This is an optimization exercise on Yosys and OpenROAD, whose aim is small area and a short achievable clock period, not a production implementation. The RTL of this run was laid out without a check of its function. No activity file was given, so power comes from the tool's default toggle rates.

## flow/run.sh

```bash
#!/bin/bash
# Layout flow: the standard.sh (the standard ORFS flow) with these changes:
#  - synthesis: the same ORFS synthesis script, except that some modules (knobs.sh, and
#    the one-gate g_* modules) are kept as modules during technology mapping and each is
#    mapped with its own ABC script (my_abc.tcl); afterwards the design is flattened and
#    renamed exactly as synth_recipe.tcl does. The flip-flops (names and cell types) are
#    checked against the standard synthesis; if they differ the standard synthesis
#    is used instead.
#  - half/full adder cells are kept out (their outputs are slow),
#  - port buffers are plain buf cells (buffer_ports otherwise picks slow delay cells),
#  - timing repair may resize a cell to one of another footprint,
#  - a smaller clock tree (knobs.sh).
# Each step's full log is under orfs/logs; the make output goes to flow_*.log here.
set -euo pipefail
W=$PWD
source flow/knobs.sh
PLATFORM_DONT_USE=$(make -s -C "$FLOW_HOME" DESIGN_CONFIG="$W/config.mk" WORK_HOME="$W/orfs" print-DONT_USE_CELLS | sed -n 's/^DONT_USE_CELLS: //p')
EXTRA_DONT_USE="sky130_fd_sc_hd__ha_1 sky130_fd_sc_hd__ha_2 sky130_fd_sc_hd__ha_4 sky130_fd_sc_hd__fa_1 sky130_fd_sc_hd__fa_2 sky130_fd_sc_hd__fa_4"
ARGS=(MATCH_CELL_FOOTPRINT=0 "DONT_USE_CELLS=$PLATFORM_DONT_USE $EXTRA_DONT_USE" "CTS_ARGS=$CTS")
export BUFFER_PORTS_ARGS="-buffer_cell $PORT_BUF"

# 1. the standard synthesis, kept for the flip-flop comparison
bash standard.sh "${ARGS[@]}" synth > flow_ref_synth.log 2>&1
RES=orfs/results/sky130hd/datapath/base
cp $RES/1_2_yosys.v ref_synth.v
rm -rf orfs

# 2. the per-module-mapped synthesis
MODS=""
for m in $(grep -oE "^\s*module\s+g_[A-Za-z0-9_]+" design.v | awk '{print $2}'); do MODS="$MODS $m abc_rest.script"; done
MODS="$MODS $ABC_MODULES"
export MY_ABC_MODULES=""
KEEP=""
set -- $MODS
while [[ $# -gt 0 ]]; do
  MY_ABC_MODULES="$MY_ABC_MODULES $1 $W/flow/$2"
  [[ "$1" != datapath ]] && KEEP="$KEEP $1"
  shift 2
done
sed -e "s#^\(\s*\)log_cmd abc {\*}\$abc_args#\1my_abc \$abc_args#" "$FLOW_HOME/scripts/synth.tcl" > my_synth.tcl
grep -q "my_abc \$abc_args" my_synth.tcl
{ echo "source $W/flow/my_abc.tcl"; sed -e "s#source \$::env(SCRIPTS_DIR)/synth.tcl#source $W/my_synth.tcl#" synth_recipe.tcl; } > my_synth_recipe.tcl
grep -q "source $W/my_synth.tcl" my_synth_recipe.tcl
sed -e "s#SYNTH_SCRIPT=[^ ]*#SYNTH_SCRIPT=$W/my_synth_recipe.tcl#" standard.sh > my_standard.sh
bash my_standard.sh "${ARGS[@]}" "SYNTH_KEEP_MODULES=$KEEP" synth > flow_synth.log 2>&1

ffs() { grep -oE "sky130_fd_sc_hd__[a-z0-9_]*df[a-z0-9_]* +[^ ]+" "$1" | sort; }
if [[ "$(ffs ref_synth.v)" != "$(ffs $RES/1_2_yosys.v)" ]]; then
  echo "flip-flops differ from the standard synthesis; using it" > synth_fallback.txt
  rm -rf orfs
  bash standard.sh "${ARGS[@]}" synth > flow_synth.log 2>&1
fi

# 3. the rest of the flow
bash my_standard.sh "${ARGS[@]}" "SYNTH_KEEP_MODULES=$KEEP" finish > flow_standard.log 2>&1
```

## flow/abc_alu.script

```
strash
dch
map -B 0.9
topo
stime -c
buffer -c
upsize -c
dnsize -c
```

## flow/abc_rest.script

```
&get -n
&st
&dch
&nf -a
&put
```

## flow/knobs.sh

```bash
PORT_BUF=sky130_fd_sc_hd__buf_2
CTS="-sink_clustering_enable -repair_clock_nets -dont_use_dummy_load -buf_list {sky130_fd_sc_hd__clkbuf_4 sky130_fd_sc_hd__clkbuf_8} -sink_clustering_size 20 -sink_clustering_max_diameter 60"
# modules kept through technology mapping, each with its ABC script (the one-gate
# g_* modules of the design are added with abc_rest.script)
ABC_MODULES="ALU abc_alu.script carries abc_alu.script regread_bit abc_rest.script datapath abc_rest.script"
```

## flow/my_abc.tcl

```tcl
# Technology mapping per module: the ALU (the critical paths) with ORFS's area
# script, the rest (register file read slices, write data, decoders) with an
# area-oriented &nf mapping. Replaces synth.tcl's single "abc" call.
proc my_abc { abc_args } {
  set i [lsearch -exact $abc_args -script]
  set rest [lreplace $abc_args $i [expr { $i + 1 }]]
  foreach {mod script} $::env(MY_ABC_MODULES) {
    log_cmd abc -script $script {*}$rest $mod
  }
}
```

## standard.sh

```bash
#!/bin/bash
# synth_recipe.tcl (not shown) runs the flow's synth.tcl, then flattens the netlist and writes it again
# the make line also repeats each setting of config.mk as NAME=value (left out here)
make -C /OpenROAD-flow-scripts/flow DESIGN_CONFIG=/design/flow/config.mk WORK_HOME=/design/flow/orfs CLKGATE_MAP_FILE= SYNTH_SCRIPT=/design/flow/synth_recipe.tcl "${@:-finish}"
```

## config.mk

```make
export PLATFORM = sky130hd
export DESIGN_NAME = datapath
export DESIGN_NICKNAME = datapath
export VERILOG_FILES = /design/flow/design.v
export SDC_FILE = /design/flow/constraint.sdc
export NUM_CORES = 4
export LEC_CHECK = 0
export CAP_MARGIN = 20
export CORE_MARGIN = 2
export CORE_UTILIZATION = 50
export SETUP_SLACK_MARGIN = 2.5
export SLEW_MARGIN = 20
```

## constraint.sdc

```tcl
create_clock -name core_clock -period 5.0 [get_ports {clk}]
set_input_delay 1.0000 -clock core_clock [delete_from_list [all_inputs] [get_ports {clk}]]
set_output_delay 1.0000 -clock core_clock [all_outputs]
set_load 0.01 [all_outputs]
```

## design.v

```verilog
module regread_bit(s, r, o);
	input [7:0] s, r;
	output o;
	assign o = ~(~((s[0]&r[0]) | (s[1]&r[1]) | (s[2]&r[2]))
	           & ~((s[3]&r[3]) | (s[4]&r[4]) | (s[5]&r[5]))
	           & ~((s[6]&r[6]) | (s[7]&r[7])));
endmodule
module g_inv(a, y);            input a; output y; assign y = ~a; endmodule
module g_nand2(a, b, y);       input a, b; output y; assign y = ~(a & b); endmodule
module g_nor2(a, b, y);        input a, b; output y; assign y = ~(a | b); endmodule
module g_nor3(a, b, c, y);     input a, b, c; output y; assign y = ~(a | b | c); endmodule
module g_xor2(a, b, y);        input a, b; output y; assign y = a ^ b; endmodule
module g_xnor2(a, b, y);       input a, b; output y; assign y = ~(a ^ b); endmodule
module g_a22oi(a1, a2, b1, b2, y);
	input a1, a2, b1, b2; output y;
	assign y = ~((a1 & a2) | (b1 & b2));
endmodule
module g_a222oi(a1, a2, b1, b2, c1, c2, y);
	input a1, a2, b1, b2, c1, c2; output y;
	assign y = ~((a1 & a2) | (b1 & b2) | (c1 & c2));
endmodule
module g_mux2i(a0, a1, s, y);  input a0, a1, s; output y; assign y = ~(s ? a1 : a0); endmodule
module ALU(A,B,datapath_in,asel,bsel,shift,ALUop,ALUout,status);
	input [15:0] A,B,datapath_in;
	input asel,bsel;
	input [1:0] shift,ALUop;
	output [15:0] ALUout;
	output status;
	wire sh0_n, op0_n, sh1_n, asel_n, shx, cN, cL, cR, cNS, sub;
	g_inv  d0 (shift[0], sh0_n);
	g_inv  d1 (shift[1], sh1_n);
	g_inv  d2 (ALUop[0], op0_n);
	g_inv  d3 (asel, asel_n);
	g_nor3 d4 (bsel, shift[1], shift[0], cN);      
	g_nor3 d5 (bsel, shift[1], sh0_n, cL);         
	g_nor2 d6 (bsel, sh1_n, cR);                   
	g_xor2 d7 (shift[1], shift[0], shx);
	g_nor2 d8 (bsel, shx, cNS);                    
	g_nor2 d9 (op0_n, ALUop[1], sub);              
	wire [15:0] bin, bb_n, ain_n, g, t, p;
	wire b0_n, b15_n;
	g_a222oi o0 (cN, B[0], cR, B[1], bsel, datapath_in[0], b0_n);
	g_inv    o0i (b0_n, bin[0]);
	genvar i;
	generate for (i=1;i<5;i=i+1) begin : lo
		wire u, v;
		g_a22oi a (cN, B[i], cL, B[i-1], u);
		g_a22oi b (cR, B[i+1], bsel, datapath_in[i], v);
		g_nand2 c (u, v, bin[i]);
	end endgenerate
	generate for (i=5;i<15;i=i+1) begin : mid
		wire b_n;
		g_a222oi a (cN, B[i], cL, B[i-1], cR, B[i+1], b_n);
		g_inv    c (b_n, bin[i]);
	end endgenerate
	g_a22oi o15 (cNS, B[15], cL, B[14], b15_n);
	g_inv   o15i (b15_n, bin[15]);
	generate for (i=0;i<16;i=i+1) begin : pg
		g_xnor2 x (bin[i], sub, bb_n[i]);
		g_nand2 a (A[i], asel_n, ain_n[i]);
		g_nor2  gg (ain_n[i], bb_n[i], g[i]);      
		g_nand2 tt (ain_n[i], bb_n[i], t[i]);      
		g_xor2  pp (ain_n[i], bb_n[i], p[i]);      
	end endgenerate
	wire [15:0] cy;
	carries cc (g, t, sub, cy);
	wire [15:0] lg_n, lg, p_n, x0_n, x1_n;
	generate for (i=0;i<16;i=i+1) begin : rs
		g_mux2i m (g[i], bb_n[i], ALUop[0], lg_n[i]);
		g_inv   a (lg_n[i], lg[i]);
		g_inv   b (p[i], p_n[i]);
		g_mux2i c (p[i], lg[i], ALUop[1], x0_n[i]);      
		g_mux2i d (p_n[i], lg[i], ALUop[1], x1_n[i]);    
		g_mux2i e (x0_n[i], x1_n[i], cy[i], ALUout[i]);
	end endgenerate
	wire [15:0] kk = {t[14:0], sub};
	wire zas = &(p ~^ kk);
	wire zlg = &lg_n;
	assign status = ALUop[1] ? zlg : zas;
endmodule
module carries(g, t, cin, cy);
	input [15:0] g, t;
	input cin;
	output [15:0] cy;
	wire [15:0] G0 = {g[15:1], g[0] | (t[0] & cin)};
	wire [15:0] G1,T1,G2,T2,G3,T3,G4;
	genvar i;
	generate for (i=0;i<16;i=i+1) begin : sk
		if (i%2==1) begin
			assign G1[i] = G0[i] | (t[i] & G0[i-1]);
			assign T1[i] = t[i] & t[i-1];
		end else begin
			assign G1[i] = G0[i]; assign T1[i] = t[i];
		end
		if (i%4>=2) begin
			assign G2[i] = G1[i] | (T1[i] & G1[(i/4)*4+1]);
			assign T2[i] = T1[i] & T1[(i/4)*4+1];
		end else begin
			assign G2[i] = G1[i]; assign T2[i] = T1[i];
		end
		if (i%8>=4) begin
			assign G3[i] = G2[i] | (T2[i] & G2[(i/8)*8+3]);
			assign T3[i] = T2[i] & T2[(i/8)*8+3];
		end else begin
			assign G3[i] = G2[i]; assign T3[i] = T2[i];
		end
		if (i>=8) assign G4[i] = G3[i] | (T3[i] & G3[7]);
		else assign G4[i] = G3[i];
	end endgenerate
	assign cy = {G4[14:0], cin};
endmodule
module datapath(clk,readnum,vsel,loada,loadb,shift,asel,bsel,ALUop,loadc,loads,writenum,write,datapath_in,status,datapath_out);
	input [2:0] readnum,writenum;
	input clk,vsel,loada,loadb,asel,bsel,loadc,loads,write;
	input [1:0] shift,ALUop;
	input [15:0] datapath_in;
	output status;
	output [15:0] datapath_out;
	reg [15:0] R0,R1,R2,R3,R4,R5,R6,R7;
	reg [15:0] A,B,C;
	reg S;
	assign datapath_out = C;
	assign status = S;
	wire [15:0] wd = vsel ? datapath_in : C;
	always @(posedge clk) begin
		if (write && writenum==3'd0) R0 <= wd;
		if (write && writenum==3'd1) R1 <= wd;
		if (write && writenum==3'd2) R2 <= wd;
		if (write && writenum==3'd3) R3 <= wd;
		if (write && writenum==3'd4) R4 <= wd;
		if (write && writenum==3'd5) R5 <= wd;
		if (write && writenum==3'd6) R6 <= wd;
		if (write && writenum==3'd7) R7 <= wd;
	end
	wire [7:0] rs = 8'd1 << readnum;
	wire [15:0] rd;
	genvar j;
	generate for (j=0;j<16;j=j+1) begin : rdbit
		regread_bit rb(rs, {R7[j],R6[j],R5[j],R4[j],R3[j],R2[j],R1[j],R0[j]}, rd[j]);
	end endgenerate
	always @(posedge clk) begin
		if (loada) A <= rd;
		if (loadb) B <= rd;
	end
	wire [15:0] alu_out;
	wire alu_zero;
	ALU alu(A,B,datapath_in,asel,bsel,shift,ALUop,alu_out,alu_zero);
	always @(posedge clk) begin
		if (loadc) C <= alu_out;
		if (loads) S <= alu_zero;
	end
endmodule
```

==> flow_summary.json <==
{
  "drtAntennaViolNets": 0,
  "cp_common_cell": "nand2_4",
  "drt-met1-wl_um": 8400,
  "slew_viol_final": 0,
  "syn_avg_cell_area_um2": 13.0,
  "core_area_mm2": 0.0165,
  "clockBufferDepth": 2,
  "worstPathCellList": "buf_12, buf_12, nor3_4, a22oi_1, nand2_1, xnor2_4, nand2_2, nand2_2, nand2_4, nand2_4, nand2_4, nand2_4, nand2_8, nand2_1, nand2_1, mux2i_1",
  "start_util_pct": 50.7,
  "cp-startpoint": "bsel",
  "grt_pass1_wl_um": 30600,
  "timing.fmax_mhz": 370,
  "dieHeight_um": 133,
  "cts_htree_levels": 4,
  "path_clk_slew_ns": 0.08,
  "syn_nets": 679,
  "yosysWarnings": 1,
  "routed-wl-met3_um": 963,
  "dieArea_mm2": 0.0177,
  "dr.max_layer_used": "met4",
  "reg2regPathDepth": 11,
  "final_cells": 975,
  "max-slew-margin-rel_pct": 34.0,
  "clock_skew_ns": 0.0454,
  "drtPass1Iterations": 6,
  "cp-start-kind": "input pin",
  "cellPowerDensity_mw_per_mm2": 320,
  "rows": 47,
  "power_leakage_nw": 3.87,
  "cts_tree": "built",
  "drt-initial-drc-count": 555,
  "hold_path_class": "reg -> reg",
  "post-route-period-util_pct": 54.1,
  "finalWeightedCongestion": 0.827,
  "critPathMaxFanout": 8,
  "overflow": 0,
  "slowest_stage": "nor3_4",
  "die_w_um": 133,
  "antenna_found_initial": 0,
  "clk_root_buffer_cell": "clkbuf_8",
  "cp-end-kind": "register",
  "cts_sinks": 177,
  "grt_usage_pct": 23.1,
  "tightestPinTransition_ns": 0.989,
  "area_delta_synth_final_pct": 20.5,
  "critPathMaxStageDelay_ns": 0.34,
  "drc": 0,
  "n_antenna_cell": 0,
  "vias_per_cell": 5.71,
  "io_buffers": 51,
  "met2_length_um": 10400,
  "run_status": "timing/DRC/antenna clean",
  "grt_max_degree": 35,
  "worstHoldStart": "R7[4]",
  "max-cap-violations": 0,
  "cts_buffers": 17,
  "grt_pass1_vias": 5551,
  "required_ns": 5.18,
  "holdPathStages": 2,
  "routed_wl_um": 20100,
  "dp.cells": 924,
  "vias": 5567,
  "r2r-start": "B[5]",
  "nets": 792,
  "hold_viol": 0,
  "clk_latency_ns": 0.46,
  "drive_gt1_share_pct": 27.9,
  "cts.hold.buffers_added": 0,
  "ir_drop_mv": 0.185,
  "hpwl_um": 13000,
  "finalSetupTns_ns": 0,
  "fin_crit_ns": 2.70,
  "setup-violations-final": 0,
  "rsz0062_at_grt": "true",
  "arrival_ns": 2.88,
  "pin_count": 52,
  "wire_per_inst_um": 20.6,
  "syn-cell-area_mm2": 0.00835,
  "worstSetupPathType": "in -> reg",
  "synthCells": 644
}
-- stage by stage --
step	utilization, %	instance area [µm²]	worst slack (ns)	hold WS, ns	power [W]
after floorplan	-	8490	2.10	0.532	0.00221
after global placement	55.5	9140	1.62	0.552	0.00240
after detailed placement	55.5	9140	1.58	0.564	0.00241
after CTS	59.4	9780	2.32	0.573	0.00319
after global routing	61.1	10100	2.16	0.616	0.00336
final	61.1	10100	2.30	0.569	0.00322
-- flip-flops by register name, summed over array words and instances, names as in the netlist --
signal	flops
A	16
B	16
C	16
R0	16
R1	16
R2	16
R3	16
R4	16
R5	16
R6	16
R7	16
S	1
-- placed cells by master (no fill, tap or decap), types with 2 or more instances in the layout --
master	instances
xnor2_2	10
and3_1	2
clkinv_1	30
and4b_1	3
nor3_4	3
nor2_1	28
nand2_1	83
a21oi_1	3
clkbuf_8	17
nand4_1	3
a21o_1	2
nand3_1	18
nor3b_2	3
nor2_4	4
nand2_4	5
buf_12	6
xnor2_1	5
xor2_4	3
a21oi_2	4
buf_4	37
edfxtp_1	177
and3b_1	3
a21o_2	2
xnor2_4	6
xor2_1	7
buf_2	48
clkinvlp_4	3
nor2_2	10
a222oi_1	43
xor2_2	7
inv_1	30
a22oi_1	25
nor4bb_4	3
mux2_1	16
mux2i_1	63
inv_2	18
nand2_2	15
-- final timing paths --
kind         slack (ns)    end
max                2.30  C[12]
min                0.57   B[4]
max reg2reg        2.73  C[12]
min reg2reg        0.57   B[4]
-- per-layer routing --
metal | vias to the layer above | GRT usage, %
li1 | 2632 | -
met1 | 2750 | 30.1
met2 | 159 | 40.7
met3 | 26 | 3.58
met4 | 0 | 6.44
met5 | - | 0
-- critical path: cells and delay by family --
family | cells | cell delay [ns]
compound gates | 1 | 0.15
xor+xnor | 1 | 0.17
buf+inv | 2 | 0.24
mux | 1 | 0.12
simple gates | 11 | 1.19
-- cell type report --
class	count	area, µm²
multi-input combinational	388	3270
sequential	177	5320
inverter	81	315
tap	220	275
timing repair buffer	92	649
fill	1295	6400
clock buffer	17	234
-- where the power goes --
part	switching (W)	total [W]	internal, W
Combinational	0.000423	0.000701	0.000277
Sequential	0.0000385	0.00179	0.00175
Clock	0.000427	0.000728	0.000301
-- repair_timing --
action,in CTS,in global routing
gates cloned,3,0
pin swaps,19,24
endpoints found under the setup margin,17,17
gates resized for setup,51,35
setup buffers,18,13

[static timing again, ports no longer ideal]
The results above use ideal ports. As a check the final layout listed here was re-extracted and re-timed, cells and wires unchanged.
Step 1 (the two cells are an assumption about what drives the block):
set clk [get_ports {clk}]
set_driving_cell -lib_cell sky130_fd_sc_hd__clkbuf_16 $clk
set_driving_cell -lib_cell sky130_fd_sc_hd__buf_2 [delete_from_list [all_inputs] $clk]
Step 2 adds t to the input delays and takes it off the output delays; t is the mean of the earliest and latest rising clock arrival at the registers after step 1. Input paths then give back, and output paths get back, about the clock's delay inside the block.
Three values: no drivers, after step 1, after step 2; two values: the first two.
t, ns: 0.476
setup WS [ns]: 2.297 / 2.286 / 1.810
hold slack, ns: 0.569 / 0.569 / 0.569
latest minus earliest clock arrival (ns): 0.045 / 0.045
After both steps setup and hold are still met in this run. The setup slack of this run moves by -0.011 ns with the drivers and by -0.487 ns with both steps.
